This is an optimization exercise on Yosys and OpenROAD, whose aim is small area, not a production implementation. RTL that was checked went through simulation tests only; none was proved equivalent to the original. Function not checked in runs 1, 2 and 8: the RTL went through the layout flow alone. Power figures rest on the tool's default switching activity, not on a simulated workload.

## design/flow/flow/run.sh

```bash
#!/bin/bash
# Standard layout (standard.sh), with two changes passed to ORFS's scripts:
# port buffers use the smallest buffer cell, and clock tree synthesis
# inserts no dummy loads and uses small clock buffers.
export BUFFER_PORTS_ARGS="-buffer_cell sky130_fd_sc_hd__buf_1"
export CTS_ARGS="-sink_clustering_enable -repair_clock_nets -dont_use_dummy_load -buf_list sky130_fd_sc_hd__clkbuf_16 -root_buf sky130_fd_sc_hd__clkbuf_16 -sink_clustering_size 100 -sink_clustering_max_diameter 500 -sink_clustering_levels 1"
bash standard.sh > standard.log 2>&1
```

## design/flow/standard.sh

```bash
#!/bin/bash
# synth_recipe.tcl (not shown) runs the flow's synth.tcl, then flattens the netlist and writes it again
# the make line also repeats each setting of config.mk as NAME=value (left out here)
make -C /OpenROAD-flow-scripts/flow DESIGN_CONFIG=/design/flow/config.mk WORK_HOME=/design/flow/orfs CLKGATE_MAP_FILE= SYNTH_SCRIPT=/design/flow/synth_recipe.tcl "${@:-finish}"
```

## design/flow/config.mk

```make
export PLATFORM = sky130hd
export DESIGN_NAME = top_FFE
export DESIGN_NICKNAME = top_FFE
export VERILOG_FILES = /design/flow/design.v
export SDC_FILE = /design/flow/constraint.sdc
export NUM_CORES = 4
export LEC_CHECK = 0
export CAP_MARGIN = 20
export CORE_MARGIN = 2
export CORE_UTILIZATION = 60
export PLACE_DENSITY = 0.8
export SLEW_MARGIN = 20
```

## design/flow/constraint.sdc

```tcl
create_clock -name core_clock -period 10.0 [get_ports {clk}]
set_input_delay 2.0000 -clock core_clock [delete_from_list [all_inputs] [get_ports {clk}]]
set_output_delay 2.0000 -clock core_clock [all_outputs]
set_load 0.01 [all_outputs]
```

## design/flow/design.v

```verilog
module top_FFE(
	input  wire               clk,
	input  wire               rst,
	input  wire               load,
	input  wire signed [11:0] DATA_IN,
	output wire               valid_out,
	output reg  signed [11:0] DATA_OUT
);
	reg t1, t2;
	always @(posedge clk or negedge rst) begin
		if (!rst) begin
			t1 <= 1'b0;
			t2 <= 1'b0;
		end else begin
			t1 <= load;
			t2 <= t1;
		end
	end
	reg  a, b, c;
	wire open_s = ~c & (~b | a);           
	wire accept = open_s & t2;
	always @(posedge clk or negedge rst) begin
		if (!rst) begin
			a <= 1'b0;
			b <= 1'b0;
			c <= 1'b0;
		end else begin
			a <= b;
			b <= c;
			c <= (c & ~(a & b)) | accept;
		end
	end
	assign valid_out = a & ~b;
	wire s1 = ~b & c;
	wire s2 = ~a & b & c;
	wire s3 = a & b & c;
	wire s4 = a & b & ~c;
	reg  [1:0] cnt;
	always @(posedge clk or negedge rst) begin
		if (!rst) begin
			cnt <= 2'b00;
		end else if (s4) begin
			cnt[1] <= cnt[1] | cnt[0];
			cnt[0] <= ~cnt[1];
		end
	end
	wire m1 = cnt[1] | cnt[0];    
	wire m2 = cnt[1];             
	wire m3 = cnt[1] & ~cnt[0];   
	reg [11:0] x0, x1;
	reg [8:0]  x2h;
	reg        c2, z2;
	reg [7:0]  x3h;
	reg        z3;
	wire       k2 = x1[2] & x1[0];
	wire       k3 = (x1[3] & x1[1]) | ((x1[3] | x1[1]) & k2);
	wire       c1 = (x1[4] & x1[2]) | ((x1[4] | x1[2]) & k3);
	always @(posedge clk) begin
		if (accept) begin
			x0  <= DATA_IN;
			x1  <= x0;
			x2h <= x1[11:3];
			c2  <= c1;
			z2  <= ~|x1[3:0];
		end
		x3h <= x2h[8:1];
		z3  <= z2;
	end
	wire [11:0] tA = {x0[11], x0[11:1]};
	wire [11:0] tB = ~{{2{x1[11]}}, x1[11:2]};
	wire        cB = ~|x1[1:0];
	wire [11:0] tC = {{3{x2h[8]}}, x2h};
	wire [11:0] tD = {{5{x2h[8]}}, x2h[8:2]};
	wire [11:0] tE = ~{{4{x3h[7]}}, x3h};
	wire        eE = s1 & m3;
	wire        eB = s2 & m1;
	wire        eC = s3 & m2;
	wire        eD = s4 & m2;
	wire [11:0] op1 = s1 ? tA : DATA_OUT;
	wire [11:0] op2 = ({12{eE}} & tE) | ({12{eB}} & tB) |
	                  ({12{eC}} & tC) | ({12{eD}} & tD);
	wire        cin = (eE & z3) | (eB & cB) | (eC & c2);
	wire [12:0] cy;
	wire [11:0] sum;
	assign cy[0] = cin;
	genvar i;
	generate
		for (i = 0; i < 12; i = i + 1) begin : g_add
			assign sum[i]  = op1[i] ^ op2[i] ^ cy[i];
			assign cy[i+1] = (op1[i] & op2[i]) | (op1[i] & cy[i]) | (op2[i] & cy[i]);
		end
	endgenerate
	always @(posedge clk) DATA_OUT <= sum;
endmodule
```

==> impl_metrics.env, run 1 <==
export IMPL_crit_arrival_ns=6.86
export IMPL_outcome="complete, no violations"
export IMPL_cp_start_kind="register"
export IMPL_viasPerCell=5.600
export IMPL_route_detailed_drc=0
export IMPL_cts_tree="built"
export IMPL_drive_gt1_share_pct=8.718
export IMPL_first_pass_iters=5
export IMPL_postLayoutCoreUtil_pct=71.04
export IMPL_hold_ws_ns=0.3430
export IMPL_hp_start="z2"
export IMPL_rows=23
export IMPL_clk_pin_slew_ns=0.05
export IMPL_slew_violations=0
export IMPL_grt_max_degree=36
export IMPL_worstPathRequired_ns=10.20
export IMPL_antenna_found_initial=0
export IMPL_p_leak_nw=1.106
export IMPL_maxCapViolCount=0
export IMPL_gr_usage_all_layers_pct=22.36
export IMPL_holdCritPathClass="register to register"
export IMPL_grt_pass1_vias=1418
export IMPL_clockBufferDepth=2
export IMPL_syn_nets=190
export IMPL_finalNonFillerCells=245
export IMPL_cts_resized=0
export IMPL_yosysSeqAreaShare_pct=66.43
export IMPL_ys_top_cells_by_count="edfxtp_1, dfxtp_1, mux2i_1, nor2_1, inv_1"
export IMPL_dp_cells=236
export IMPL_synthArstFlopShare_pct=11.11
export IMPL_reg2reg_to="DATA_OUT[11]"
export IMPL_max_slew_worst_pin_slew_ns=0.7705
export IMPL_placed_area_sq_mm=0.002616
export IMPL_critPathKind="register to register"
export IMPL_yosysWarnings=1
export IMPL_core_sq_mm=0.004000
export IMPL_fmax_mhz=150.2
export IMPL_io_pins=28
export IMPL_synthTopCellsByArea="edfxtp_1, dfxtp_1, fa_1"
export IMPL_cts_sinks=63
export IMPL_die_area_sq_mm=0.004661
export IMPL_detail_route_antenna_nets=0
export IMPL_post_dp_hpwl_microns=2649
export IMPL_grt_ovfl_total=0
export IMPL_clkLatencyLatePin_ns=0.32
export IMPL_hold_buffers=0
export IMPL_synth_top_area_share_pct=42.40
export IMPL_die_w_microns=68.28
export IMPL_skew_ns=0.009757
export IMPL_final_nets=223
export IMPL_r2r_start="c"
export IMPL_portBuffers=27
export IMPL_rsz0062_at_grt="false"
export IMPL_place_congestion=0.7118
export IMPL_synth_cell_types=38
export IMPL_avgSynthCellArea_sq_um=15.11
export IMPL_power_density_mw_per_mm2=396.2
export IMPL_cts_htree_levels=3
export IMPL_timing_final_crit_share_pct=66.60
export IMPL_post_cts_buffers=0
export IMPL_start_util_pct=61.96
export IMPL_reg2reg_slack_ns=3.34
export IMPL_synth_edf_count=35
export IMPL_drt_initial_drc_count=111
export IMPL_synthCells=164
export IMPL_cp_max_fo=18
export IMPL_final_hold_violation_count=0
export IMPL_slew_headroom_pct=48.63
export IMPL_rr_worst_depth=18
export IMPL_drt_total_wl_microns=4345
export IMPL_hold_end="z3"
export IMPL_finalSetupViolCount=0
export IMPL_synth_most_common_cell="edfxtp_1"
export IMPL_post_route_min_period_ns=6.660
export IMPL_stdcell_area_sq_mm=0.002841
export IMPL_n_antenna_cell=0
export IMPL_post_drt_wl_per_cell_microns=17.73
export IMPL_syn_cell_area_sq_mm=0.002479
export IMPL_crit_path_end_kind="register"
export IMPL_irDropWorstVdd_mv=0.2455
export IMPL_synthFlopType="edfxtp_1"
export IMPL_vias=1372
export IMPL_die_y_microns=68.28
export IMPL_synth_seq_cells=63
export IMPL_min_path_cells=0
export IMPL_cts_root_buf="clkbuf_16"
export IMPL_grt_pass1_wl_microns=7024
export IMPL_yosys_area_top_type="edfxtp_1"
export IMPL_area_delta_synth_final_pct=14.64
export IMPL_tns_ns=0
export IMPL_cts_buffers=9
-- routing by layer --
layer	global-route usage, %	routed length, microns
met5	0	0
met2	32.40	2114
met4	11.75	55
met3	7.730	155
met1	29.84	2020
-- cell families after synthesis --
group | count (synthesis) | synth area share (%)
simple gates | 29 | 6.916
compound gates | 22 | 6.259
flops | 63 | 66.43
mux | 16 | 6.512
buf+inv | 19 | 3.534
xor+xnor | 3 | 1.060
fa+ha+maj | 12 | 9.288
-- registers in the layout (all words and copies together), names as in the netlist --
signal / count
DATA_OUT: 12
a: 1
b: 1
c: 1
c2: 1
cnt: 2
t1: 1
t2: 1
x0: 12
x1: 12
x2h: 9
x3h: 8
z2: 1
z3: 1
-- per-stage QoR --
stage	setup WS (ns)	power (mW)
4_1_cts	3.353	1.131
5_1_grt	3.030	1.212
3_5_place_dp	3.448	0.8584
3_3_place_gp	3.575	0.8397
2_1_floorplan	4.128	0.7479
6_report	3.340	1.126
-- cell type report --
type | instances | area (sq um)
flip-flops and latches | 63 | 1647
fillers | 274 | 1159
multi-input cells | 82 | 749.5
clock buffers | 9 | 225.2
repair buffers | 28 | 108.9
well taps | 50 | 62.56
inverters | 13 | 48.80
-- worst max-delay path by stage --
| stage | from | end | slack (ns) | depth (start not counted) |
|---|---|---|---|---|
| final | c | DATA_OUT[11] | 3.34 | 18 |
| after CTS | c | DATA_OUT[11] | 3.35 | 18 |
| after global placement | c | DATA_OUT[11] | 3.57 | 18 |
| after floorplan | b | DATA_OUT[11] | 4.13 | 20 |
| after detailed placement | c | DATA_OUT[11] | 3.45 | 18 |
| after global routing | c | DATA_OUT[11] | 3.03 | 18 |
-- report_power, final --
part           internal, mW  switching, mW  total (mW)
Clock                 0.156         0.0894       0.246
Sequential            0.372         0.0630       0.435
Combinational         0.190          0.255       0.445
Total                 0.718          0.408        1.13
-- worst max-delay path, cell delays in order, from the launching register on --
cell	delay, ns
dfrtp_1	0.84
nand2b_4	0.29
nand3b_4	0.32
o22a_1	0.24
o21ai_1	0.11
fa_1	0.20
inv_1	0.06
fa_1	0.46
fa_1	0.46
fa_1	0.45
fa_1	0.39
fa_1	0.38
fa_1	0.41
fa_1	0.42
fa_1	0.41
fa_1	0.39
fa_1	0.39
xor2_1	0.18
xnor2_1	0.14
-- cells in the final DEF, fill, tap and decap left out, types with 2 or more instances in the layout --
master     synthesis  routed
dfrtp_1            7       7
inv_1             13      13
buf_1              0      27
dfxtp_1           21      21
a21oi_1            5       5
mux2i_1           15      15
nand2_1            2       2
nor2_1            15      15
xnor2_1            2       2
fa_1              11      11
o22ai_1            7       7
nor2b_1            2       2
clkbuf_16          0       9
edfxtp_1          35      35
==> inputs of run 2 (changes only) <==
--- a/design/flow/design.v
+++ b/design/flow/design.v
@@ -77,18 +77,18 @@
 	wire        eC = s3 & m2;
 	wire        eD = s4 & m2;
 	wire [11:0] op1 = s1 ? tA : DATA_OUT;
-	wire [11:0] op2 = ({12{eE}} & tE) | ({12{eB}} & tB) |
-	                  ({12{eC}} & tC) | ({12{eD}} & tD);
+	wire [11:0] op2 = ({12{eE}} & tE) | ({12{eB}} & tB) | ({12{eC}} & tC) | ({12{eD}} & tD);
 	wire        cin = (eE & z3) | (eB & cB) | (eC & c2);
-	wire [12:0] cy;
-	wire [11:0] sum;
-	assign cy[0] = cin;
+	wire [11:0] n1 = ~op1, n2 = ~op2;
+	wire [12:0] ncy;
+	wire [11:0] nsum;
+	assign ncy[0] = ~cin;
 	genvar i;
 	generate
 		for (i = 0; i < 12; i = i + 1) begin : g_add
-			assign sum[i]  = op1[i] ^ op2[i] ^ cy[i];
-			assign cy[i+1] = (op1[i] & op2[i]) | (op1[i] & cy[i]) | (op2[i] & cy[i]);
+			assign nsum[i]  = n1[i] ^ n2[i] ^ ncy[i];
+			assign ncy[i+1] = (n1[i] & n2[i]) | (n1[i] & ncy[i]) | (n2[i] & ncy[i]);
 		end
 	endgenerate
-	always @(posedge clk) DATA_OUT <= sum;
+	always @(posedge clk) DATA_OUT <= ~nsum;
 endmodule
==> design/flow/flow/run.sh (replaced) <==
#!/bin/bash
# Standard layout (standard.sh), with two changes passed to ORFS's scripts:
# port buffers use the smallest buffer cell, and clock tree synthesis
# inserts no dummy loads and uses small clock buffers.
export BUFFER_PORTS_ARGS="-buffer_cell sky130_fd_sc_hd__buf_1"
export CTS_ARGS="-sink_clustering_enable -repair_clock_nets -dont_use_dummy_load -buf_list sky130_fd_sc_hd__clkbuf_4 -sink_clustering_size 30 -sink_clustering_max_diameter 100"
bash standard.sh > standard.log 2>&1
==> impl_metrics.env, run 2 <==
export IMPL_clockBufferDepth=2
export IMPL_final_common_cell="edfxtp_1"
export IMPL_synth_seq_cells=63
export IMPL_final_cell_mix="edfxtp_1, buf_1, dfxtp_1"
export IMPL_post_route_min_period_ns=7.306
export IMPL_crit_path_top_delay_cell="dfrtp_1"
export IMPL_grt_pass1_wl_microns=6555
export IMPL_slew_violations=0
export IMPL_vias=1336
export IMPL_cp_slowest_stage_delay_ns=0.83
export IMPL_top_regs="DATA_OUT x12, x0 x12, x1 x12"
export IMPL_synth_edf_count=35
export IMPL_start_util_pct=61.50
export IMPL_crit_arrival_ns=7.60
export IMPL_holdCritPathClass="register to register"
export IMPL_rows=23
export IMPL_stdcell_area_sq_mm=0.002658
export IMPL_synthCells=163
export IMPL_avgSynthCellArea_sq_um=14.98
export IMPL_cts_root_buf="clkbuf_4"
export IMPL_cts_htree_levels=3
export IMPL_slew_headroom_pct=38.43
export IMPL_n_antenna_cell=0
export IMPL_synth_top_area_share_pct=43.03
export IMPL_cts_resized=0
export IMPL_synthTopCellsByArea="edfxtp_1, dfxtp_1, fa_1"
export IMPL_worstPathRequired_ns=10.29
export IMPL_yosysSeqAreaShare_pct=67.42
export IMPL_irDropWorstVdd_mv=0.2348
export IMPL_p_leak_nw=1.028
export IMPL_area_delta_synth_final_pct=8.812
export IMPL_final_nets=222
export IMPL_timing_final_ws_setup_ns=2.694
export IMPL_core_sq_mm=0.003971
export IMPL_synthFlopType="edfxtp_1"
export IMPL_crit_family="adder cells"
export IMPL_place_congestion=0.7991
export IMPL_grt_max_degree=22
export IMPL_die_area_sq_mm=0.004597
export IMPL_yosys_area_top_type="edfxtp_1"
export IMPL_cp_max_fo=19
export IMPL_crit_chain="nand2b_4, or3b_1, o22a_1, o21ai_0, fa_1, inv_1, fa_1, fa_1, fa_1, fa_1, fa_1, fa_1, fa_1, fa_1, fa_1, fa_1, xor2_1, xnor2_1"
export IMPL_synth_cell_types=37
export IMPL_route_detailed_drc=0
export IMPL_cts_tree="built"
export IMPL_die_w_microns=67.80
export IMPL_syn_cell_area_sq_mm=0.002442
export IMPL_ys_top_cells_by_count="edfxtp_1, dfxtp_1, nor2_1, mux2i_1, inv_1"
export IMPL_timing_final_crit_share_pct=73.06
export IMPL_cp_start_kind="register"
export IMPL_crit_top_cell="fa_1"
export IMPL_maxCapViolCount=0
export IMPL_finalSetupViolCount=0
export IMPL_antenna_found_initial=0
export IMPL_detail_route_antenna_nets=0
export IMPL_rsz0062_at_grt="false"
export IMPL_crit_path_end_kind="register"
export IMPL_dp_slack_ns=2.712
export IMPL_drt_total_wl_microns=4047
export IMPL_critPathKind="register to register"
export IMPL_first_pass_iters=4
export IMPL_p_total_uw=962.0
export IMPL_post_cts_buffers=0
export IMPL_post_dp_hpwl_microns=2776
export IMPL_power_density_mw_per_mm2=362.0
export IMPL_cts_buffers=9
export IMPL_post_drt_wl_per_cell_microns=16.59
export IMPL_viasPerCell=5.475
export IMPL_grt_ovfl_total=0
export IMPL_outcome="complete, no violations"
export IMPL_io_pins=28
export IMPL_synthArstFlopShare_pct=11.11
export IMPL_cts_sinks=63
export IMPL_synth_most_common_cell="edfxtp_1"
export IMPL_gr_usage_all_layers_pct=20.86
export IMPL_portBuffers=27
export IMPL_yosysWarnings=1
export IMPL_drive_gt1_share_pct=7.216
export IMPL_die_y_microns=67.80
export IMPL_clkLatencyLatePin_ns=0.39
export IMPL_crit_buf_inv=1
export IMPL_grt_pass1_vias=1414
export IMPL_syn_nets=189
export IMPL_hold_buffers=0
export IMPL_tns_ns=0
export IMPL_drt_initial_drc_count=55
export IMPL_final_hold_violation_count=0
export IMPL_clk_pin_slew_ns=0.10
export IMPL_placed_area_sq_mm=0.002590
export IMPL_max_slew_worst_pin_slew_ns=0.9227
export IMPL_skew_ns=0.02641
export IMPL_fmax_mhz=136.9
## run 2: per-layer routing
| layer | global-route usage [%] | up-vias | routed length, microns | share of wire, % |
|---|---|---|---|---|
| li1 | - | 640 | - | - |
| met1 | 25.11 | 652 | 1851 | 46 |
| met2 | 31.86 | 38 | 1958 | 48 |
| met3 | 9.500 | 6 | 197 | 4.9 |
| met4 | 10.25 | 0 | 40 | 0.99 |
| met5 | 0 | - | 0 | 0 |
## run 2: worst paths after layout
kind	end	slack [ns]	start	depth (start not counted)
worst max register to register	DATA_OUT[11]	2.69	c	18
worst max-delay path	DATA_OUT[11]	2.69	c	18
worst min-delay path	z3	0.35	z2	0
worst min register to register	z3	0.35	z2	0
max in group asynchronous	cnt[0]	8.23	rst	1
min in group asynchronous	t1	1.49	rst	1
## run 2: cells by family after synthesis
group	Yosys count	synth area share [%]
flops	63	67.42
buf+inv	20	3.637
compound gates	24	6.916
fa+ha+maj	12	9.426
simple gates	26	5.277
xor+xnor	2	0.7173
mux	16	6.608
## run 2: worst register-to-register path, cell delays in order, from the launching register on
cell      delay (ns)
dfrtp_1         0.83
nand2b_4        0.29
or3b_1          0.60
o22a_1          0.27
o21ai_0         0.11
fa_1            0.22
inv_1           0.05
fa_1            0.38
fa_1            0.43
fa_1            0.46
fa_1            0.47
fa_1            0.47
fa_1            0.47
fa_1            0.47
fa_1            0.47
fa_1            0.47
fa_1            0.45
xor2_1          0.19
xnor2_1         0.13
## run 2: power by group
group	internal [mW]	total, mW	leakage, nW	switching [mW]
Combinational	0.173	0.409	0.403	0.236
Sequential	0.376	0.438	0.584	0.0618
Clock	0.0417	0.116	0.0414	0.0739
## run 2: layout make-up
| type | instances | area, sq um |
|---|---|---|
| tap | 50 | 62.56 |
| inverter | 14 | 52.55 |
| sequential | 63 | 1647 |
| multi-input combinational | 80 | 719.4 |
| clock buffer | 9 | 67.56 |
| fill | 266 | 1314 |
| timing repair buffer | 28 | 108.9 |
## run 2: metrics by stage
step / util (%) / hold slack [ns] / cells
2_1_floorplan: - / 0.3233 / 163
3_3_place_gp: 65.22 / 0.3340 / 235
3_5_place_dp: 65.22 / 0.3355 / 235
4_1_cts: 66.92 / 0.3548 / 244
5_1_grt: 66.92 / 0.3548 / 244
6_report: 66.92 / 0.3516 / 244
==> inputs of run 3 (changes only) <==
--- a/design/flow/design.v
+++ b/design/flow/design.v
@@ -73,12 +73,12 @@
 	wire [11:0] tD = {{5{x2h[8]}}, x2h[8:2]};
 	wire [11:0] tE = ~{{4{x3h[7]}}, x3h};
 	wire        eE = s1 & m3;
-	wire        eB = s2 & m1;
-	wire        eC = s3 & m2;
+	wire        eC = s2 & m2;
+	wire        eB = s3 & m1;
 	wire        eD = s4 & m2;
 	wire [11:0] op1 = s1 ? tA : DATA_OUT;
-	wire [11:0] op2 = ({12{eE}} & tE) | ({12{eB}} & tB) | ({12{eC}} & tC) | ({12{eD}} & tD);
-	wire        cin = (eE & z3) | (eB & cB) | (eC & c2);
+	wire [11:0] op2 = ({12{eE}} & tE) | ({12{eC}} & tC) | ({12{eB}} & tB) | ({12{eD}} & tD);
+	wire        cin = (eE & z3) | (eC & c2) | (eB & cB);
 	wire [11:0] n1 = ~op1, n2 = ~op2;
 	wire [12:0] ncy;
 	wire [11:0] nsum;
--- a/design/flow/config.mk
+++ b/design/flow/config.mk
@@ -5,6 +5,7 @@
 export SDC_FILE = /design/flow/constraint.sdc
 export NUM_CORES = 4
 export LEC_CHECK = 0
+export ABC_AREA = 1
 export CAP_MARGIN = 20
 export CORE_MARGIN = 2
 export CORE_UTILIZATION = 60
==> impl_metrics.env, run 3 <==
export IMPL_outcome="complete, no violations"
export IMPL_route_detailed_drc=0
export IMPL_seq_area_sq_mm=0.001647
export IMPL_yosysWarnings=1
export IMPL_placed_area_sq_mm=0.002639
export IMPL_rsz0062_at_grt="false"
export IMPL_timing_final_crit_share_pct=65.60
export IMPL_cts_buffers=9
export IMPL_p_leak_nw=1.118
export IMPL_cp_start_kind="register"
export IMPL_fillers=306
export IMPL_yosys_area_top_type="edfxtp_1"
export IMPL_slew_headroom_pct=57.57
export IMPL_power_density_mw_per_mm2=348.1
export IMPL_synth_seq_cells=63
export IMPL_clockBufferDepth=2
export IMPL_top_regs="DATA_OUT x12, x0 x12, x1 x12"
export IMPL_synthCells=198
export IMPL_r2r_start="b"
export IMPL_die_w_microns=68.19
export IMPL_final_nets=262
export IMPL_dp_cells=275
export IMPL_synth_top_area_share_pct=42.51
export IMPL_syn_cell_area_sq_mm=0.002472
export IMPL_antenna_found_initial=0
export IMPL_synthFlopType="edfxtp_1"
export IMPL_timing_final_ws_setup_ns=3.440
export IMPL_clk_pin_slew_ns=0.08
export IMPL_synth_most_common_cell="edfxtp_1"
export IMPL_hold_end="t2"
export IMPL_hp_start="t1"
export IMPL_maxCapViolCount=0
export IMPL_die_area_sq_mm=0.004650
export IMPL_final_cell_mix="edfxtp_1, nand2_1, buf_1"
export IMPL_fmax_mhz=152.4
export IMPL_place_congestion=0.8639
export IMPL_worstPathRequired_ns=10.28
export IMPL_clkLatencyLatePin_ns=0.39
export IMPL_post_drt_wl_per_cell_microns=14.63
export IMPL_cp_max_fo=12
export IMPL_grt_max_degree=25
export IMPL_postLayoutCoreUtil_pct=68.15
export IMPL_detail_route_antenna_nets=0
export IMPL_irDropWorstVdd_mv=0.2026
export IMPL_cts_root_buf="clkbuf_4"
export IMPL_final_common_cell="edfxtp_1"
export IMPL_die_y_microns=68.19
export IMPL_area_delta_synth_final_pct=9.464
export IMPL_cts_tree="built"
export IMPL_max_slew_worst_pin_slew_ns=0.6350
export IMPL_synth_cell_types=25
export IMPL_grt_pass1_vias=1457
export IMPL_synthArstFlopShare_pct=11.11
export IMPL_rr_worst_depth=20
export IMPL_finalSetupViolCount=0
export IMPL_post_route_min_period_ns=6.560
export IMPL_final_hold_violation_count=0
export IMPL_first_pass_iters=4
export IMPL_gr_usage_all_layers_pct=21.40
export IMPL_syn_nets=224
export IMPL_multi_input_area_sq_um=711.9
export IMPL_rows=23
export IMPL_drt_total_wl_microns=4155
export IMPL_synth_edf_count=35
export IMPL_core_sq_mm=0.003971
export IMPL_yosysSeqAreaShare_pct=66.60
export IMPL_n_antenna_cell=0
export IMPL_stdcell_area_sq_mm=0.002706
export IMPL_post_dp_hpwl_microns=3000
export IMPL_reg2reg_to="DATA_OUT[11]"
export IMPL_portBuffers=27
export IMPL_synthTopCellsByArea="edfxtp_1, dfxtp_1, fa_1"
export IMPL_io_pins=28
export IMPL_crit_arrival_ns=6.84
export IMPL_ys_top_cells_by_count="edfxtp_1, nand2_1, inv_1, dfxtp_1, nor2_1"
export IMPL_reg2reg_slack_ns=3.44
export IMPL_p_total_uw=942.0
export IMPL_cts_sinks=63
export IMPL_finalNonFillerCells=284
export IMPL_slew_violations=0
export IMPL_crit_path_end_kind="register"
export IMPL_hold_ws_ns=0.3532
export IMPL_vias=1485
export IMPL_min_path_cells=0
export IMPL_grt_pass1_wl_microns=6713
export IMPL_dp_slack_ns=3.384
export IMPL_cts_htree_levels=3
export IMPL_drt_initial_drc_count=144
export IMPL_avgSynthCellArea_sq_um=12.49
export IMPL_viasPerCell=5.229
export IMPL_post_cts_buffers=0
export IMPL_hold_buffers=0
export IMPL_start_util_pct=62.26
export IMPL_cts_resized=0
export IMPL_skew_ns=0.02775
export IMPL_critPathKind="register to register"
export IMPL_tns_ns=0
export IMPL_holdCritPathClass="register to register"
export IMPL_drive_gt1_share_pct=9.402
export IMPL_grt_ovfl_total=0
-- run 3: cell count changes in the layout (fill, tap and decap cells not counted), moves of 2 or more --
| cell | change |
|---|---|
| nand2_1 | +29 |
| nor3_1 | +3 |
| o21ai_1 | +3 |
| o21ai_0 | +6 |
| o22ai_1 | -3 |
| nand2_2 | +2 |
| nand3_1 | +5 |
| nor2_2 | +2 |
| a21o_1 | -3 |
| mux2i_1 | -6 |
| inv_1 | +10 |
| inv_2 | +4 |
-- run 3: per-layer routing --
metal | routed length (microns) | global-route usage [%] | share of wire [%] | vias up
met2 | 1980 | 30.83 | 48 | 40
met5 | 0 | 0 | 0 | -
met4 | 67 | 11.25 | 1.6 | 0
li1 | - | - | - | 730
met1 | 1897 | 28.86 | 46 | 708
met3 | 210 | 7.237 | 5.1 | 7
-- run 3: kinds of logic (layout without fill, tap and decap cells) --
family / Yosys count / in the layout / share of synthesized area (%)
AND/OR/NAND/NOR: 65 / 65 / 11.54
AO/OA/AOI/OAI: 19 / 19 / 4.149
multiplexers: 10 / 10 / 4.099
buffers and inverters: 30 / 66 / 4.706
adder cells (fa/ha/maj): 11 / 11 / 8.907
flip-flops: 63 / 63 / 66.60
-- run 3: worst max-delay path by stage --
stage	start	to	slack, ns	cells after the start
final	b	DATA_OUT[11]	3.44	20
after global routing	b	DATA_OUT[11]	3.06	20
after CTS	b	DATA_OUT[11]	3.38	20
after detailed placement	b	DATA_OUT[11]	3.38	20
after global placement	b	DATA_OUT[11]	3.56	20
after floorplan	b	DATA_OUT[11]	3.97	25
-- run 3: cell type report --
| type | count | area share (%) |
|---|---|---|
| timing repair buffer | 28 | 4.022 |
| sequential | 63 | 60.84 |
| multi-input combinational | 105 | 26.31 |
| inverter | 29 | 4.022 |
| clock buffer | 9 | 2.497 |
| tap | 50 | 2.312 |
-- run 3: power breakdown --
part | internal, mW | leakage (nW) | switching, mW
combinational | 0.153 | 0.494 | 0.251
clock | 0.0418 | 0.0414 | 0.0733
sequential | 0.375 | 0.582 | 0.0478
total | 0.570 | 1.12 | 0.372
-- run 3: worst max-delay path: stages (launching register included) --
cell      delay, ns
dfrtp_1        0.44
inv_2          0.12
nand2_1        0.38
mux2_2         0.38
fa_1           0.17
inv_1          0.05
fa_1           0.38
fa_1           0.44
fa_1           0.47
fa_1           0.46
fa_1           0.46
fa_1           0.47
fa_1           0.47
fa_1           0.46
fa_1           0.47
fa_1           0.45
nand3b_1       0.17
nand2_1        0.09
inv_1          0.04
nand2_1        0.06
nand2_1        0.05
==> inputs of run 4 (changes only) <==
--- a/design/flow/config.mk
+++ b/design/flow/config.mk
@@ -5,7 +5,6 @@
 export SDC_FILE = /design/flow/constraint.sdc
 export NUM_CORES = 4
 export LEC_CHECK = 0
-export ABC_AREA = 1
 export CAP_MARGIN = 20
 export CORE_MARGIN = 2
 export CORE_UTILIZATION = 60
==> impl_metrics.env, run 4 <==
export IMPL_timing_final_crit_share_pct=67.60
export IMPL_hold_buffers=0
export IMPL_final_hold_violation_count=0
export IMPL_holdCritPathClass="register to register"
export IMPL_drt_total_wl_microns=3994
export IMPL_synth_edf_count=35
export IMPL_antenna_found_initial=0
export IMPL_die_y_microns=67.62
export IMPL_synthTopCellsByArea="edfxtp_1, dfxtp_1, fa_1"
export IMPL_reg2reg_to="DATA_OUT[11]"
export IMPL_post_dp_hpwl_microns=2785
export IMPL_post_route_min_period_ns=6.760
export IMPL_irDropWorstVdd_mv=0.1927
export IMPL_p_total_uw=946.7
export IMPL_cp_start_kind="register"
export IMPL_final_cell_mix="edfxtp_1, buf_1, dfxtp_1"
export IMPL_reg2reg_slack_ns=3.24
export IMPL_critPathKind="register to register"
export IMPL_post_drt_wl_per_cell_microns=16.71
export IMPL_max_slew_worst_pin_slew_ns=0.8446
export IMPL_r2r_start="c"
export IMPL_final_common_cell="edfxtp_1"
export IMPL_hold_ws_ns=0.3509
export IMPL_n_antenna_cell=0
export IMPL_ys_top_cells_by_count="edfxtp_1, dfxtp_1, nor2_1, inv_1, fa_1"
export IMPL_crit_top_cell="fa_1"
export IMPL_synth_most_common_cell="edfxtp_1"
export IMPL_clkLatencyLatePin_ns=0.40
export IMPL_vias=1358
export IMPL_cp_slowest_stage_delay_ns=0.61
export IMPL_yosysWarnings=1
export IMPL_synthFlopType="edfxtp_1"
export IMPL_viasPerCell=5.682
export IMPL_power_density_mw_per_mm2=358.9
export IMPL_io_pins=28
export IMPL_multi_input_area_sq_um=706.9
export IMPL_syn_nets=182
export IMPL_route_detailed_drc=0
export IMPL_fmax_mhz=147.9
export IMPL_crit_chain="nand4bb_1, o221ai_1, fa_1, inv_1, fa_1, fa_1, fa_1, fa_1, fa_1, fa_1, fa_1, fa_1, fa_1, fa_1, xor2_1, xnor2_1"
export IMPL_grt_ovfl_total=0
export IMPL_cts_root_buf="clkbuf_4"
export IMPL_start_util_pct=61.60
export IMPL_first_pass_iters=4
export IMPL_drive_gt1_share_pct=7.937
export IMPL_cp_depth=16
export IMPL_final_nets=217
export IMPL_synthArstFlopShare_pct=11.11
export IMPL_slew_headroom_pct=43.63
export IMPL_grt_pass1_vias=1426
export IMPL_die_area_sq_mm=0.004572
export IMPL_synthCells=156
export IMPL_drt_initial_drc_count=87
export IMPL_area_delta_synth_final_pct=8.604
export IMPL_cts_resized=0
export IMPL_gr_usage_all_layers_pct=20.97
export IMPL_hp_start="z2"
export IMPL_cts_htree_levels=3
export IMPL_fillers=274
export IMPL_crit_buf_inv=1
export IMPL_finalNonFillerCells=239
export IMPL_die_w_microns=67.62
export IMPL_rows=23
export IMPL_yosys_area_top_type="edfxtp_1"
export IMPL_rsz0062_at_grt="false"
export IMPL_avgSynthCellArea_sq_um=15.57
export IMPL_syn_cell_area_sq_mm=0.002429
export IMPL_clockBufferDepth=2
export IMPL_clk_pin_slew_ns=0.09
export IMPL_core_sq_mm=0.003943
export IMPL_synth_seq_cells=63
export IMPL_timing_final_ws_setup_ns=3.240
export IMPL_dp_cells=230
export IMPL_place_congestion=0.8638
export IMPL_detail_route_antenna_nets=0
export IMPL_yosysSeqAreaShare_pct=67.80
export IMPL_crit_arrival_ns=7.04
export IMPL_seq_area_sq_mm=0.001647
export IMPL_tns_ns=0
export IMPL_post_cts_buffers=0
export IMPL_p_leak_nw=1.002
export IMPL_rr_worst_depth=16
export IMPL_dp_slack_ns=3.215
export IMPL_min_path_cells=0
export IMPL_synth_top_area_share_pct=43.28
export IMPL_cp_max_fo=11
export IMPL_crit_family="adder cells"
export IMPL_skew_ns=0.03451
export IMPL_top_regs="DATA_OUT x12, x0 x12, x1 x12"
export IMPL_grt_pass1_wl_microns=6672
export IMPL_crit_path_top_delay_cell="dfrtp_1"
export IMPL_maxCapViolCount=0
export IMPL_cts_buffers=9
export IMPL_hold_end="z3"
export IMPL_worstPathRequired_ns=10.28
export IMPL_crit_path_end_kind="register"
export IMPL_grt_max_degree=23
export IMPL_cts_tree="built"
export IMPL_outcome="complete, no violations"
export IMPL_cts_sinks=63
export IMPL_slew_violations=0
export IMPL_finalSetupViolCount=0
export IMPL_synth_cell_types=34
export IMPL_portBuffers=27
[run 4: stage by stage]
stage	cell area [sq um]	utilization, %
floorplan	2429	-
global placement	2570	65.19
detailed placement	2570	65.19
CTS	2638	66.90
global route	2638	66.90
finish	2638	66.90
[run 4: per-layer routing]
| layer | part of all wire, % | vias to the layer above | track usage, % | wire length (microns) |
|---|---|---|---|---|
| met5 | 0 | - | 0 | 0 |
| met4 | 1.4 | 0 | 9.439 | 56 |
| met3 | 6.1 | 5 | 8.833 | 243 |
| met2 | 50 | 38 | 31.86 | 1992 |
| met1 | 43 | 692 | 26.23 | 1702 |
| li1 | - | 623 | - | - |
[run 4: worst register-to-register path, delay by kind of cell (launching register included)]
family | cells | cell delay (ns)
fa+ha+maj | 11 | 4.76
flops | 1 | 0.61
simple gates | 1 | 0.51
compound gates | 1 | 0.42
xor+xnor | 2 | 0.31
buf+inv | 1 | 0.05
[run 4: how the worst max path moves through the flow]
stage | start | endpoint | slack [ns]
after floorplan | a | DATA_OUT[11] | 3.83
after global placement | c | DATA_OUT[11] | 3.43
after detailed placement | c | DATA_OUT[11] | 3.22
after CTS | c | DATA_OUT[11] | 3.21
after global routing | c | DATA_OUT[11] | 2.87
final | c | DATA_OUT[11] | 3.24
[run 4: final cells by class]
| class | instances | area share, % |
|---|---|---|
| clock buffer | 9 | 2.562 |
| inverter | 12 | 1.708 |
| multi-input combinational | 77 | 26.80 |
| sequential | 63 | 62.43 |
| tap | 50 | 2.372 |
| timing repair buffer | 28 | 4.127 |
[run 4: cell families after synthesis]
group / count (synthesis) / synth area share, %
buffers and inverters: 16 / 3.194
XOR/XNOR: 3 / 1.082
adder cells (fa/ha/maj): 12 / 9.480
AND/OR/NAND/NOR: 27 / 6.080
multiplexers: 10 / 4.173
flip-flops: 63 / 67.80
AO/OA/AOI/OAI: 25 / 8.192
[run 4: power breakdown]
| group | switching (mW) | leakage [nW] | internal, mW |
|---|---|---|---|
| clock network | 0.0753 | 0.0414 | 0.0417 |
| logic | 0.229 | 0.378 | 0.168 |
| registers | 0.0564 | 0.582 | 0.376 |
==> inputs of run 5 (changes only) <==
--- a/design/flow/config.mk
+++ b/design/flow/config.mk
@@ -7,6 +7,6 @@
 export LEC_CHECK = 0
 export CAP_MARGIN = 20
 export CORE_MARGIN = 2
-export CORE_UTILIZATION = 60
-export PLACE_DENSITY = 0.8
+export CORE_UTILIZATION = 75
+export PLACE_DENSITY = 0.9
 export SLEW_MARGIN = 20
==> impl_metrics.env, run 5 <==
export IMPL_outcome="complete, no violations"
export IMPL_die_y_microns=60.91
export IMPL_n_antenna_cell=0
export IMPL_cts_tree="built"
export IMPL_finalSetupViolCount=0
export IMPL_slew_headroom_pct=41.81
export IMPL_yosys_area_share_adder_pct=9.480
export IMPL_synth_top_family_by_area="adder cells"
export IMPL_final_common_cell="edfxtp_1"
export IMPL_grt_max_degree=37
export IMPL_vias=1351
export IMPL_yosysSeqAreaShare_pct=67.80
export IMPL_holdCritPathClass="register to register"
export IMPL_p_sw_share_pct=38.01
export IMPL_timing_final_crit_share_pct=68.12
export IMPL_drt_initial_drc_count=154
export IMPL_synthMuxAreaShare_pct=4.173
export IMPL_fmax_mhz=146.8
export IMPL_skew_ns=0.03621
export IMPL_synth_compound_area_share_pct=8.192
export IMPL_post_cts_buffers=0
export IMPL_combPwrFrac_pct=42.4
export IMPL_rows=20
export IMPL_synthArstFlopShare_pct=11.11
export IMPL_dp_cells=224
export IMPL_syn_nets=182
export IMPL_synthFlopType="edfxtp_1"
export IMPL_global_route_usage_met2_pct=38.25
export IMPL_cp_max_fo=11
export IMPL_clkPwrFrac_pct=11.9
export IMPL_clockBufferDepth=2
export IMPL_max_slew_worst_pin_slew_ns=0.8720
export IMPL_stdcell_area_sq_mm=0.002630
export IMPL_final_hold_violation_count=0
export IMPL_synth_seq_cells=63
export IMPL_crit_path_end_kind="register"
export IMPL_use_met1_pct=33.14
export IMPL_detail_route_antenna_nets=0
export IMPL_cts_buffers=9
export IMPL_synth_top_area_share_pct=43.28
export IMPL_worstPathRequired_ns=10.26
export IMPL_first_pass_iters=4
export IMPL_p_switching_uw=360.3
export IMPL_place_congestion=0.8358
export IMPL_syn_cell_area_sq_mm=0.002429
export IMPL_finalNonFillerCells=233
export IMPL_clkLatencyLatePin_ns=0.39
export IMPL_gr_usage_all_layers_pct=25.90
export IMPL_cts_root_buf="clkbuf_4"
export IMPL_post_route_min_period_ns=6.812
export IMPL_post_drt_wl_per_cell_microns=17.03
export IMPL_grt_ovfl_total=0
export IMPL_io_pins=28
export IMPL_final_nets=217
export IMPL_cts_htree_levels=3
export IMPL_avgSynthCellArea_sq_um=15.57
export IMPL_p_total_uw=947.9
export IMPL_drive_gt1_share_pct=7.937
export IMPL_hold_ws_ns=0.3516
export IMPL_synthCells=156
export IMPL_yosys_area_share_simple_pct=6.079
export IMPL_post_dp_hpwl_microns=2785
export IMPL_irDropWorstVdd_mv=0.2812
export IMPL_portBuffers=27
export IMPL_grt_pass1_wl_microns=6389
export IMPL_busiest_layer="met2"
export IMPL_route_detailed_drc=0
export IMPL_pwr_share_seq_pct=45.8
export IMPL_cp_start_kind="register"
export IMPL_yosys_area_top_type="edfxtp_1"
export IMPL_p_leak_nw=1.002
export IMPL_start_util_pct=78.90
export IMPL_clk_pin_slew_ns=0.08
export IMPL_viasPerCell=5.798
export IMPL_die_w_microns=60.91
export IMPL_synth_edf_count=35
export IMPL_rsz0062_at_grt="false"
export IMPL_synth_cell_types=34
export IMPL_core_sq_mm=0.003078
export IMPL_critPathKind="register to register"
export IMPL_yosysWarnings=1
export IMPL_synth_most_common_cell="edfxtp_1"
export IMPL_crit_arrival_ns=7.08
export IMPL_placed_area_sq_mm=0.002562
export IMPL_synth_xor_area_share_pct=1.082
export IMPL_synthTopCellsByArea="edfxtp_1, dfxtp_1, fa_1"
export IMPL_area_delta_synth_final_pct=8.295
export IMPL_maxCapViolCount=0
export IMPL_drt_total_wl_microns=3969
export IMPL_intPower_uw=587.6
export IMPL_tns_ns=0
export IMPL_antenna_found_initial=0
export IMPL_slew_violations=0
export IMPL_cts_sinks=63
export IMPL_grtUsageMet3_pct=14.07
export IMPL_grt_pass1_vias=1338
export IMPL_final_cell_mix="edfxtp_1, buf_1, dfxtp_1"
export IMPL_die_area_sq_mm=0.003709
export IMPL_top_regs="DATA_OUT x12, x0 x12, x1 x12"
export IMPL_power_density_mw_per_mm2=360.4
export IMPL_cts_resized=0
export IMPL_ys_top_cells_by_count="edfxtp_1, dfxtp_1, nor2_1, inv_1, fa_1"
export IMPL_hold_buffers=0
[run 5: final cells by class]
| type | count | area (sq um) |
|---|---|---|
| Tap cell | 44 | 55.05 |
| Sequential cell | 63 | 1647 |
| Timing Repair Buffer | 28 | 108.9 |
| Fill cell | 164 | 447.9 |
| Clock buffer | 9 | 67.56 |
| Multi-Input combinational cell | 77 | 706.9 |
| Inverter | 12 | 45.04 |
[run 5: kinds of logic after synthesis]
family	count (synthesis)
flip-flops	63
AND/OR/NAND/NOR	27
AO/OA/AOI/OAI	25
buffers and inverters	16
adder cells (fa/ha/maj)	12
multiplexers	10
XOR/XNOR	3
[run 5: power by group through the flow]
stage	registers (mW)	logic, mW	clock network [mW]
after detailed placement	0.438	0.404	0
after global placement	0.432	0.383	0
after floorplan	0.431	0.298	0
after CTS	0.433	0.408	0.117
after global routing	0.442	0.464	0.128
final	0.434	0.402	0.112
[run 5: per-layer routing]
metal | up-vias | wire length, microns
met2 | 68 | 1910
met3 | 8 | 369
li1 | 627 | -
met5 | - | 0
met4 | 0 | 53
met1 | 648 | 1636
[run 5: worst paths after layout]
| path | start | to | slack [ns] | cells past startpoint |
|---|---|---|---|---|
| setup / recovery | c | DATA_OUT[11] | 3.19 | 18 |
| hold / removal | z2 | z3 | 0.35 | 0 |
| setup reg to reg | c | DATA_OUT[11] | 3.19 | 18 |
| hold reg to reg | z2 | z3 | 0.35 | 0 |
| max in group asynchronous | rst | a | 8.22 | 1 |
| min in group asynchronous | rst | t2 | 1.50 | 1 |
[run 5: worst max-delay path, stage by stage, from the launching register on]
cell,delay [ns]
dfrtp_1,0.59
nand2_1,0.10
nor2_1,0.54
a22oi_1,0.18
o221ai_1,0.18
fa_1,0.24
inv_1,0.06
fa_1,0.39
fa_1,0.44
fa_1,0.47
fa_1,0.46
fa_1,0.46
fa_1,0.46
fa_1,0.46
fa_1,0.46
fa_1,0.47
fa_1,0.45
xor2_1,0.18
xnor2_1,0.13
[run 5: through the flow]
step,utilization [%],setup WS [ns]
3_5_place_dp,83.25,3.201
2_1_floorplan,-,3.832
3_3_place_gp,83.25,3.421
5_1_grt,85.45,2.901
6_report,85.45,3.188
4_1_cts,85.45,3.183
==> inputs of run 6 (changes only) <==
==> design/flow/flow/run.sh (replaced) <==
#!/bin/bash
# Standard layout (standard.sh), with these changes:
# - ABC maps the logic with an area-oriented script (a copy of ORFS's
#   scripts folder with only abc_speed.script replaced),
# - port buffers use the smallest buffer cell,
# - clock tree synthesis inserts no dummy loads and uses clkbuf_4.
set -e
rm -rf scripts_abc
cp -r "$FLOW_HOME/scripts" scripts_abc
cp flow/abc.script scripts_abc/abc_speed.script
export BUFFER_PORTS_ARGS="-buffer_cell sky130_fd_sc_hd__buf_1"
export CTS_ARGS="-sink_clustering_enable -repair_clock_nets -dont_use_dummy_load -buf_list sky130_fd_sc_hd__clkbuf_4 -sink_clustering_size 30 -sink_clustering_max_diameter 100"
bash standard.sh SCRIPTS_DIR="$PWD/scripts_abc" finish > standard.log 2>&1
==> design/flow/flow/abc.script (new file) <==
&get -n
&st
&dch
&nf -a
&put
--- a/design/flow/config.mk
+++ b/design/flow/config.mk
@@ -7,6 +7,6 @@
 export LEC_CHECK = 0
 export CAP_MARGIN = 20
 export CORE_MARGIN = 2
-export CORE_UTILIZATION = 75
-export PLACE_DENSITY = 0.9
+export CORE_UTILIZATION = 60
+export PLACE_DENSITY = 0.8
 export SLEW_MARGIN = 20
==> impl_metrics.env, run 6 <==
export IMPL_area_delta_synth_final_pct=10.42
export IMPL_die_y_microns=66.78
export IMPL_crit_top_cell="fa_1"
export IMPL_yosysSeqAreaShare_pct=69.63
export IMPL_synth_top_family_by_area="adder cells"
export IMPL_hold_buffers=0
export IMPL_cts_resized=0
export IMPL_synth_top_area_share_pct=44.44
export IMPL_cp_max_fo=10
export IMPL_stdcell_area_sq_mm=0.002611
export IMPL_synthFlopType="edfxtp_1"
export IMPL_rows=22
export IMPL_synth_seq_cells=63
export IMPL_drt_initial_drc_count=91
export IMPL_multi_input_area_sq_um=664.4
export IMPL_slew_headroom_pct=43.35
export IMPL_clockBufferDepth=2
export IMPL_avgSynthCellArea_sq_um=15.16
export IMPL_fmax_mhz=150.2
export IMPL_drt_total_wl_microns=3939
export IMPL_final_hold_violation_count=0
export IMPL_finalNonFillerCells=242
export IMPL_finalSetupViolCount=0
export IMPL_detail_route_antenna_nets=0
export IMPL_synth_compound_area_share_pct=8.095
export IMPL_synth_cell_types=27
export IMPL_crit_arrival_ns=6.97
export IMPL_yosysWarnings=1
export IMPL_yosys_area_share_simple_pct=5.556
export IMPL_synth_edf_count=35
export IMPL_synthMuxAreaShare_pct=4.286
export IMPL_cts_htree_levels=3
export IMPL_first_pass_iters=4
export IMPL_synth_xor_area_share_pct=0.7407
export IMPL_viasPerCell=5.678
export IMPL_syn_cell_area_sq_mm=0.002365
export IMPL_yosys_area_share_adder_pct=9.312
export IMPL_syn_nets=182
export IMPL_p_leak_nw=0.9444
export IMPL_yosys_area_top_type="edfxtp_1"
export IMPL_placed_area_sq_mm=0.002544
export IMPL_holdCritPathClass="register to register"
export IMPL_synthArstFlopShare_pct=11.11
export IMPL_gr_usage_all_layers_pct=21.31
export IMPL_rsz0062_at_grt="false"
export IMPL_crit_path_top_delay_cell="nand4bb_1"
export IMPL_irDropWorstVdd_mv=0.1884
export IMPL_final_nets=222
export IMPL_portBuffers=27
export IMPL_post_route_min_period_ns=6.659
export IMPL_cp_start_kind="register"
export IMPL_post_cts_buffers=0
export IMPL_die_area_sq_mm=0.004460
export IMPL_max_slew_worst_pin_slew_ns=0.8488
export IMPL_grt_ovfl_total=0
export IMPL_grt_pass1_vias=1419
export IMPL_timing_final_crit_share_pct=66.59
export IMPL_start_util_pct=63.64
export IMPL_hold_ws_ns=0.3633
export IMPL_final_cell_mix="edfxtp_1, buf_1, dfxtp_1"
export IMPL_clk_pin_slew_ns=0.08
export IMPL_die_w_microns=66.78
export IMPL_cts_buffers=9
export IMPL_critPathKind="register to register"
export IMPL_synth_most_common_cell="edfxtp_1"
export IMPL_maxCapViolCount=0
export IMPL_tns_ns=0
export IMPL_worstPathRequired_ns=10.31
export IMPL_synthCells=156
export IMPL_crit_path_end_kind="register"
export IMPL_seq_area_sq_mm=0.001647
export IMPL_io_pins=28
export IMPL_power_density_mw_per_mm2=358.8
export IMPL_drive_gt1_share_pct=6.186
export IMPL_fillers=273
export IMPL_final_common_cell="edfxtp_1"
export IMPL_grt_max_degree=20
export IMPL_antenna_found_initial=0
export IMPL_top_regs="DATA_OUT x12, x0 x12, x1 x12"
export IMPL_clkLatencyLatePin_ns=0.39
export IMPL_post_dp_hpwl_microns=2823
export IMPL_core_sq_mm=0.003716
export IMPL_slew_violations=0
export IMPL_ys_top_cells_by_count="edfxtp_1, dfxtp_1, clkinv_1, fa_1, nand2_1"
export IMPL_place_congestion=0.8196
export IMPL_grt_pass1_wl_microns=6472
export IMPL_post_drt_wl_per_cell_microns=16.28
export IMPL_n_antenna_cell=0
export IMPL_synthTopCellsByArea="edfxtp_1, dfxtp_1, fa_1"
export IMPL_route_detailed_drc=0
export IMPL_dp_cells=233
export IMPL_cts_root_buf="clkbuf_4"
export IMPL_vias=1374
export IMPL_cts_sinks=63
export IMPL_crit_chain="nand4bb_1, nor2_1, a221oi_1, o21ai_0, fa_1, clkinv_1, fa_1, fa_1, fa_1, fa_1, fa_1, fa_1, fa_1, fa_1, fa_1, fa_1, xnor2_1, xnor2_1"
export IMPL_outcome="complete, no violations"
export IMPL_skew_ns=0.03246
export IMPL_cts_tree="built"
export IMPL_cp_slowest_stage_delay_ns=0.51
## run 6: changes by cell type in the layout (fill, tap and decap cells not counted), sizes merged, moves of 2 or more
cell,change
nand2,+7
nor2,-6
o22ai,-8
o221ai,+5
inv,-12
and4b,+2
clkinv,+15
a21oi,+7
a22o,-6
o21ai,+6
## run 6: layer usage
metal	GRT usage, %	vias to the layer above	routed length (microns)
met4	8.673	0	70
met1	23.24	684	1553
met2	35.25	43	2103
met5	0	-	0
li1	-	640	-
met3	10.64	7	212
## run 6: area by class of cell
class	instances	share of cell area, %
multi-input combinational	78	25.44
timing repair buffer	29	4.456
sequential	63	63.06
inverter	15	2.156
clock buffer	9	2.587
tap	48	2.300
## run 6: cells by family (layout without fill, tap and decap cells)
family,after synthesis,after routing
simple gates,26,26
flops,63,63
mux,10,10
compound gates,29,29
xor+xnor,2,2
buf+inv,15,53
fa+ha+maj,11,11
## run 6: worst max-delay path, delay by kind of cell, from the launching register on
| kind | cells | cell delay, ns |
|---|---|---|
| AOI/OAI and AO/OA | 2 | 0.21 |
| buffers and inverters | 1 | 0.08 |
| xor gates and xnor gates | 2 | 0.33 |
| and+or+nand+nor | 2 | 0.72 |
| adders and majority gates | 11 | 4.76 |
| DFF | 1 | 0.48 |
## run 6: power breakdown
| part | leakage, nW | switching [mW] | internal, mW |
|---|---|---|---|
| combinational | 0.321 | 0.230 | 0.164 |
| clock | 0.0414 | 0.0723 | 0.0417 |
| sequential | 0.582 | 0.0531 | 0.376 |
| total | 0.944 | 0.355 | 0.582 |
## run 6: final timing paths
path,from,to,slack (ns),depth (start not counted)
setup / recovery,b,DATA_OUT[11],3.34,18
hold / removal,t1,t2,0.36,0
setup reg to reg,b,DATA_OUT[11],3.34,18
hold reg to reg,t1,t2,0.36,0
max in group asynchronous,rst,b,8.26,1
min in group asynchronous,rst,c,1.49,1
## run 6: metrics by stage
stage / setup slack (ns) / power [mW] / utilization [%]
3_5_place_dp: 3.353 / 0.8367 / 68.45
4_1_cts: 3.318 / 0.9537 / 70.27
2_1_floorplan: 3.807 / 0.7110 / -
5_1_grt: 2.976 / 1.027 / 70.27
3_3_place_gp: 3.490 / 0.8097 / 68.45
6_report: 3.341 / 0.9370 / 70.27
==> inputs of run 7 (changes only) <==
==> design/flow/flow/abc.script (replaced) <==
&get -n
&st
&dch
&nf -a
&st
&syn2
&if -g -K 6
&synch2
&nf -a
&st
&dch
&nf -a
&put
==> impl_metrics.env, run 7 <==
export IMPL_clkLatencyLatePin_ns=0.39
export IMPL_yosysWarnings=1
export IMPL_max_slew_worst_pin_slew_ns=0.9542
export IMPL_synthFlopType="edfxtp_1"
export IMPL_reg2reg_slack_ns=3.27
export IMPL_p_leak_nw=0.9371
export IMPL_grt_max_degree=23
export IMPL_cp_start_kind="register"
export IMPL_grt_pass1_wl_microns=6665
export IMPL_skew_ns=0.02617
export IMPL_timing_final_crit_share_pct=67.28
export IMPL_drt_initial_drc_count=61
export IMPL_vias=1349
export IMPL_synth_top_area_share_pct=44.40
export IMPL_area_delta_synth_final_pct=10.10
export IMPL_io_pins=28
export IMPL_cp_max_fo=11
export IMPL_route_detailed_drc=0
export IMPL_grt_pass1_vias=1403
export IMPL_multi_input_area_sq_um=670.6
export IMPL_min_path_cells=0
export IMPL_top_regs="DATA_OUT x12, x0 x12, x1 x12"
export IMPL_drive_gt1_share_pct=5.699
export IMPL_core_sq_mm=0.003716
export IMPL_fmax_mhz=148.6
export IMPL_crit_path_end_kind="register"
export IMPL_die_w_microns=66.81
export IMPL_fillers=257
export IMPL_slew_headroom_pct=36.32
export IMPL_grt_ovfl_total=0
export IMPL_yosys_area_top_type="edfxtp_1"
export IMPL_gr_usage_all_layers_pct=21.98
export IMPL_timing_final_ws_setup_ns=3.272
export IMPL_n_antenna_cell=0
export IMPL_detail_route_antenna_nets=0
export IMPL_slew_violations=0
export IMPL_final_hold_violation_count=0
export IMPL_cts_htree_levels=3
export IMPL_power_density_mw_per_mm2=359.0
export IMPL_drt_total_wl_microns=3930
export IMPL_finalNonFillerCells=241
export IMPL_start_util_pct=63.70
export IMPL_synth_seq_cells=63
export IMPL_yosysSeqAreaShare_pct=69.56
export IMPL_cts_root_buf="clkbuf_4"
export IMPL_antenna_found_initial=0
export IMPL_hp_start="t1"
export IMPL_die_y_microns=66.81
export IMPL_post_drt_wl_per_cell_microns=16.31
export IMPL_cts_resized=0
export IMPL_dp_slack_ns=3.227
export IMPL_r2r_start="c"
export IMPL_post_cts_buffers=0
export IMPL_seq_area_sq_mm=0.001647
export IMPL_die_area_sq_mm=0.004464
export IMPL_synthArstFlopShare_pct=11.11
export IMPL_first_pass_iters=4
export IMPL_tns_ns=0
export IMPL_finalSetupViolCount=0
export IMPL_place_congestion=0.8327
export IMPL_final_nets=221
export IMPL_rsz0062_at_grt="false"
export IMPL_clockBufferDepth=2
export IMPL_dp_cells=232
export IMPL_cts_tree="built"
export IMPL_final_common_cell="edfxtp_1"
export IMPL_ys_top_cells_by_count="edfxtp_1, dfxtp_1, clkinv_1, a21oi_1, fa_1"
export IMPL_cts_sinks=63
export IMPL_cts_buffers=9
export IMPL_syn_cell_area_sq_mm=0.002367
export IMPL_synth_cell_types=28
export IMPL_holdCritPathClass="register to register"
export IMPL_crit_arrival_ns=6.99
export IMPL_syn_nets=182
export IMPL_final_cell_mix="edfxtp_1, buf_1, dfxtp_1"
export IMPL_critPathKind="register to register"
export IMPL_post_dp_hpwl_microns=2794
export IMPL_maxCapViolCount=0
export IMPL_rr_worst_depth=16
export IMPL_irDropWorstVdd_mv=0.2165
export IMPL_synth_edf_count=35
export IMPL_synth_most_common_cell="edfxtp_1"
export IMPL_avgSynthCellArea_sq_um=15.17
export IMPL_rows=22
export IMPL_viasPerCell=5.598
export IMPL_clk_pin_slew_ns=0.09
export IMPL_post_route_min_period_ns=6.728
export IMPL_synthCells=156
export IMPL_hold_end="t2"
export IMPL_portBuffers=27
export IMPL_outcome="complete, no violations"
export IMPL_reg2reg_to="DATA_OUT[11]"
export IMPL_hold_buffers=0
export IMPL_synthTopCellsByArea="edfxtp_1, dfxtp_1, fa_1"
export IMPL_worstPathRequired_ns=10.26
-- run 7: through the flow --
stage	power (mW)	hold slack, ns	utilization, %	cell area [sq um]
final	0.9356	0.3447	70.13	2606
after global routing	1.028	0.3709	70.13	2606
after CTS	0.9494	0.3515	70.13	2606
after detailed placement	0.8291	0.3440	68.32	2539
after global placement	0.8083	0.3346	68.32	2539
after floorplan	0.7154	0.3233	-	2367
-- run 7: kinds of logic after synthesis --
family	count (synthesis)	synth area share [%]
buffers and inverters	14	2.220
AOI/OAI and AO/OA	28	7.769
xor gates and xnor gates	3	1.110
and+or+nand+nor	27	5.761
adders and majority gates	11	9.302
DFF	63	69.56
muxes	10	4.281
-- run 7: critical path, stage by stage (launching register included) --
cell,delay [ns]
dfrtp_1,0.53
o2111ai_1,0.52
o211ai_1,0.43
fa_1,0.23
clkinv_1,0.08
fa_1,0.40
fa_1,0.44
fa_1,0.46
fa_1,0.47
fa_1,0.46
fa_1,0.46
fa_1,0.46
fa_1,0.46
fa_1,0.47
fa_1,0.44
xor2_1,0.18
xnor2_1,0.13
-- run 7: cell type report --
type	instances	share of cell area (%)
repair buffers	28	4.177
inverters	14	2.016
multi-input cells	79	25.73
well taps	48	2.304
clock buffers	9	2.592
flip-flops and latches	63	63.18
-- run 7: metal layers --
| layer | GRT usage [%] | share of wire (%) |
|---|---|---|
| met4 | 8.418 | 1.4 |
| met2 | 35.38 | 53 |
| met5 | 0 | 0 |
| met1 | 26.48 | 40 |
| met3 | 9.122 | 5.7 |
-- run 7: power by group --
group	total (mW)	switching [mW]	internal [mW]
clock	0.116	0.0740	0.0417
sequential	0.430	0.0538	0.376
combinational	0.390	0.228	0.162
-- run 7: how the worst max path moves through the flow --
stage                     from  slack, ns            to  cells after the start
after floorplan              b       3.76  DATA_OUT[11]                     16
after global placement       b       3.46  DATA_OUT[11]                     18
after detailed placement     c       3.23  DATA_OUT[11]                     16
after CTS                    c       3.23  DATA_OUT[11]                     16
after global routing         c       2.85  DATA_OUT[11]                     16
final                        c       3.27  DATA_OUT[11]                     16
==> inputs of run 8 (changes only) <==
--- a/design/flow/design.v
+++ b/design/flow/design.v
@@ -72,23 +72,22 @@
 	wire [11:0] tC = {{3{x2h[8]}}, x2h};
 	wire [11:0] tD = {{5{x2h[8]}}, x2h[8:2]};
 	wire [11:0] tE = ~{{4{x3h[7]}}, x3h};
-	wire        eE = s1 & m3;
+	wire        eA = s1 & 1'b1;
 	wire        eC = s2 & m2;
 	wire        eB = s3 & m1;
 	wire        eD = s4 & m2;
-	wire [11:0] op1 = s1 ? tA : DATA_OUT;
-	wire [11:0] op2 = ({12{eE}} & tE) | ({12{eC}} & tC) | ({12{eB}} & tB) | ({12{eD}} & tD);
-	wire        cin = (eE & z3) | (eC & c2) | (eB & cB);
-	wire [11:0] n1 = ~op1, n2 = ~op2;
-	wire [12:0] ncy;
-	wire [11:0] nsum;
-	assign ncy[0] = ~cin;
+	wire [11:0] op1 = s1 ? (tE & {12{m3}}) : DATA_OUT;
+	wire [11:0] op2 = ({12{eA}} & tA) | ({12{eC}} & tC) | ({12{eB}} & tB) | ({12{eD}} & tD);
+	wire        cin = (eC & c2) | (eB & cB) | (s1 & m3 & z3);
+	wire [12:0] cy;
+	wire [11:0] sum;
+	assign cy[0] = cin;
 	genvar i;
 	generate
 		for (i = 0; i < 12; i = i + 1) begin : g_add
-			assign nsum[i]  = n1[i] ^ n2[i] ^ ncy[i];
-			assign ncy[i+1] = (n1[i] & n2[i]) | (n1[i] & ncy[i]) | (n2[i] & ncy[i]);
+			assign sum[i]  = op1[i] ^ op2[i] ^ cy[i];
+			assign cy[i+1] = (op1[i] & op2[i]) | (op1[i] & cy[i]) | (op2[i] & cy[i]);
 		end
 	endgenerate
-	always @(posedge clk) DATA_OUT <= ~nsum;
+	always @(posedge clk) DATA_OUT <= sum;
 endmodule
==> impl_metrics.env, run 8 <==
export IMPL_crit_top_cell="fa_1"
export IMPL_timing_final_crit_share_pct=65.41
export IMPL_critPathKind="register to register"
export IMPL_cp_slowest_stage_delay_ns=0.65
export IMPL_die_area_sq_mm=0.004442
export IMPL_crit_chain="nor2b_1, a222oi_1, o21ai_0, fa_1, clkinv_1, fa_1, fa_1, fa_1, fa_1, fa_1, fa_1, fa_1, fa_1, fa_1, fa_1, xnor2_1, xnor2_1"
export IMPL_syn_cell_area_sq_mm=0.002355
export IMPL_grt_pass1_wl_microns=5913
export IMPL_irDropWorstVdd_mv=0.1091
export IMPL_synth_seq_cells=63
export IMPL_final_nets=230
export IMPL_rr_worst_depth=17
export IMPL_final_common_cell="edfxtp_1"
export IMPL_synthArstFlopShare_pct=11.11
export IMPL_yosysSeqAreaShare_pct=69.93
export IMPL_post_route_min_period_ns=6.541
export IMPL_hold_ws_ns=0.3461
export IMPL_post_drt_wl_per_cell_microns=13.93
export IMPL_core_sq_mm=0.003716
export IMPL_skew_ns=0.02308
export IMPL_hp_start="z2"
export IMPL_reg2reg_slack_ns=3.46
export IMPL_grt_max_degree=36
export IMPL_crit_path_top_delay_cell="nor2b_1"
export IMPL_drt_initial_drc_count=67
export IMPL_synthTopCellsByArea="edfxtp_1, dfxtp_1, fa_1"
export IMPL_p_leak_nw=0.8757
export IMPL_synth_edf_count=35
export IMPL_power_density_mw_per_mm2=351.3
export IMPL_cts_resized=0
export IMPL_detail_route_antenna_nets=0
export IMPL_holdCritPathClass="register to register"
export IMPL_clk_pin_slew_ns=0.09
export IMPL_tns_ns=0
export IMPL_min_path_cells=0
export IMPL_grt_pass1_vias=1369
export IMPL_clkPwrFrac_pct=12.3
export IMPL_busiest_layer="met2"
export IMPL_top_regs="DATA_OUT x12, x0 x12, x1 x12"
export IMPL_global_route_usage_met2_pct=29.38
export IMPL_slew_headroom_pct=51.41
export IMPL_cp_max_fo=11
export IMPL_pwr_share_seq_pct=46.6
export IMPL_antenna_found_initial=0
export IMPL_cts_htree_levels=3
export IMPL_p_switching_uw=346.9
export IMPL_use_met1_pct=24.15
export IMPL_synthFlopType="edfxtp_1"
export IMPL_place_congestion=0.8226
export IMPL_rows=22
export IMPL_drive_gt1_share_pct=5.446
export IMPL_maxCapViolCount=0
export IMPL_drt_total_wl_microns=3483
export IMPL_grtUsageMet3_pct=6.081
export IMPL_synth_cell_types=24
export IMPL_slew_violations=0
export IMPL_gr_usage_all_layers_pct=19.26
export IMPL_cts_tree="built"
export IMPL_intPower_uw=564.3
export IMPL_first_pass_iters=4
export IMPL_route_detailed_drc=0
export IMPL_die_y_microns=66.65
export IMPL_fmax_mhz=152.9
export IMPL_avgSynthCellArea_sq_um=14.27
export IMPL_syn_nets=191
export IMPL_crit_path_end_kind="register"
export IMPL_clockBufferDepth=2
export IMPL_cts_root_buf="clkbuf_4"
export IMPL_cts_sinks=63
export IMPL_final_hold_violation_count=0
export IMPL_fillers=274
export IMPL_grt_ovfl_total=0
export IMPL_yosysWarnings=1
export IMPL_start_util_pct=63.37
export IMPL_stdcell_area_sq_mm=0.002594
export IMPL_io_pins=28
export IMPL_hold_end="z3"
export IMPL_placed_area_sq_mm=0.002526
export IMPL_hold_buffers=0
export IMPL_viasPerCell=5.456
export IMPL_max_slew_worst_pin_slew_ns=0.7274
export IMPL_area_delta_synth_final_pct=10.15
export IMPL_die_w_microns=66.65
export IMPL_p_total_uw=911.2
export IMPL_final_cell_mix="edfxtp_1, buf_1, a21oi_1"
export IMPL_cp_start_kind="register"
export IMPL_post_cts_buffers=0
export IMPL_finalSetupViolCount=0
export IMPL_p_sw_share_pct=38.07
export IMPL_yosys_area_top_type="edfxtp_1"
export IMPL_outcome="complete, no violations"
export IMPL_vias=1364
export IMPL_clkLatencyLatePin_ns=0.37
export IMPL_cts_buffers=9
export IMPL_synthCells=165
export IMPL_post_dp_hpwl_microns=2548
export IMPL_reg2reg_to="DATA_OUT[11]"
export IMPL_synth_most_common_cell="edfxtp_1"
export IMPL_n_antenna_cell=0
export IMPL_crit_arrival_ns=6.84
export IMPL_ys_top_cells_by_count="edfxtp_1, a21oi_1, dfxtp_1, nor2_1"
export IMPL_combPwrFrac_pct=41.1
export IMPL_worstPathRequired_ns=10.30
export IMPL_rsz0062_at_grt="false"
export IMPL_r2r_start="c"
export IMPL_portBuffers=27
export IMPL_synth_top_area_share_pct=44.63
-- run 8: cell count changes in the layout (fill, tap and decap cells not counted), moves of 5 or more --
cell,before,now
a21oi_1,11,22
o21ai_0,3,13
mux2i_1,9,0
a22oi_1,0,7
nand2_1,8,2
o221ai_1,6,0
nor2_1,9,14
-- run 8: cell families (layout without fill, tap and decap cells) --
| group | count (synthesis) | in the layout | share of synthesized area (%) |
|---|---|---|---|
| simple gates | 26 | 26 | 5.526 |
| xor+xnor | 3 | 3 | 1.116 |
| buf+inv | 13 | 50 | 2.072 |
| compound gates | 49 | 49 | 12.01 |
| fa+ha+maj | 11 | 11 | 9.352 |
| flops | 63 | 63 | 69.93 |
-- run 8: cell type report --
cell class	instances	area, sq um	share of cell area [%]
Clock buffer	9	67.56	2.605
Timing Repair Buffer	28	108.9	4.197
Tap cell	48	60.06	2.315
Inverter	13	48.80	1.881
Multi-Input combinational cell	89	661.9	25.52
Sequential cell	63	1647	63.48
-- run 8: worst max-delay path by stage --
stage	endpoint	cells after the start	slack, ns	start
2_1_floorplan	DATA_OUT[11]	17	3.98	c
3_3_place_gp	DATA_OUT[11]	17	3.67	c
3_5_place_dp	DATA_OUT[11]	17	3.47	c
4_1_cts	DATA_OUT[11]	17	3.44	c
5_1_grt	DATA_OUT[11]	17	3.14	c
6_report	DATA_OUT[11]	17	3.46	c
-- run 8: routing by layer --
| layer | part of all wire [%] | up-vias |
|---|---|---|
| met1 | 46 | 636 |
| li1 | - | 675 |
| met4 | 1.3 | 0 |
| met5 | 0 | - |
| met2 | 47 | 47 |
| met3 | 5.7 | 6 |
-- run 8: critical path, delay by kind of cell (launching register included) --
family                   cells  cell delay, ns
buffers and inverters        1            0.09
AO/OA/AOI/OAI                2            0.38
adder cells (fa/ha/maj)     11            4.48
XOR/XNOR                     2            0.33
flip-flops                   1            0.54
AND/OR/NAND/NOR              1            0.65
-- run 8: per-stage QoR --
stage	utilization, %	setup slack [ns]	std cells
2_1_floorplan	-	3.981	165
3_3_place_gp	67.98	3.672	241
3_5_place_dp	67.98	3.474	241
4_1_cts	69.80	3.437	250
5_1_grt	69.80	3.136	250
6_report	69.80	3.459	250
-- run 8: power by group through the flow --
| stage | Sequential (mW) | Combinational (mW) | Clock (mW) |
|---|---|---|---|
| finish | 0.424 | 0.374 | 0.113 |
| global route | 0.434 | 0.442 | 0.131 |
| CTS | 0.424 | 0.382 | 0.116 |
| detailed placement | 0.429 | 0.382 | 0 |
| global placement | 0.423 | 0.353 | 0 |
| floorplan | 0.428 | 0.279 | 0 |

what the ideal ports hide:
How much do the figures lean on ideal ports? The routed layouts below were timed once more, with nothing changed but the port constraints.
Step 1, drivers: a clkbuf_16 drives clk and a buf_2 each remaining input, both assumed.
Step 2 also shifts input and output timing later by t, the mid clock arrival at the registers, as if the neighbouring blocks saw the same clock.
a / b / c = no drivers / after step 1 / after step 2; a / b = the first two.
| run | shift t [ns] | setup WS [ns] | worst setup path at the end | worst data-port slew with drivers (ns) | cell pins on the clock port's net |
|---|---|---|---|---|---|
| run 1 | 0.345 | 3.340 / 3.340 / 3.340 | register to register | 0.03 | 1 |
| run 2 | 0.403 | 2.694 / 2.694 / 2.694 | register to register | 0.03 | 1 |
| run 3 | 0.399 | 3.440 / 3.440 / 3.440 | register to register | 0.03 | 1 |
| run 4 | 0.408 | 3.240 / 3.240 / 3.240 | register to register | 0.03 | 1 |
| run 5 | 0.394 | 3.188 / 3.188 / 3.188 | register to register | 0.04 | 1 |
| run 6 | 0.400 | 3.341 / 3.341 / 3.341 | register to register | 0.03 | 1 |
| run 7 | 0.403 | 3.272 / 3.272 / 3.272 | register to register | 0.03 | 1 |
| run 8 | 0.383 | 3.459 / 3.459 / 3.459 | register to register | 0.03 | 1 |
After both steps setup and hold are still met in every run listed.
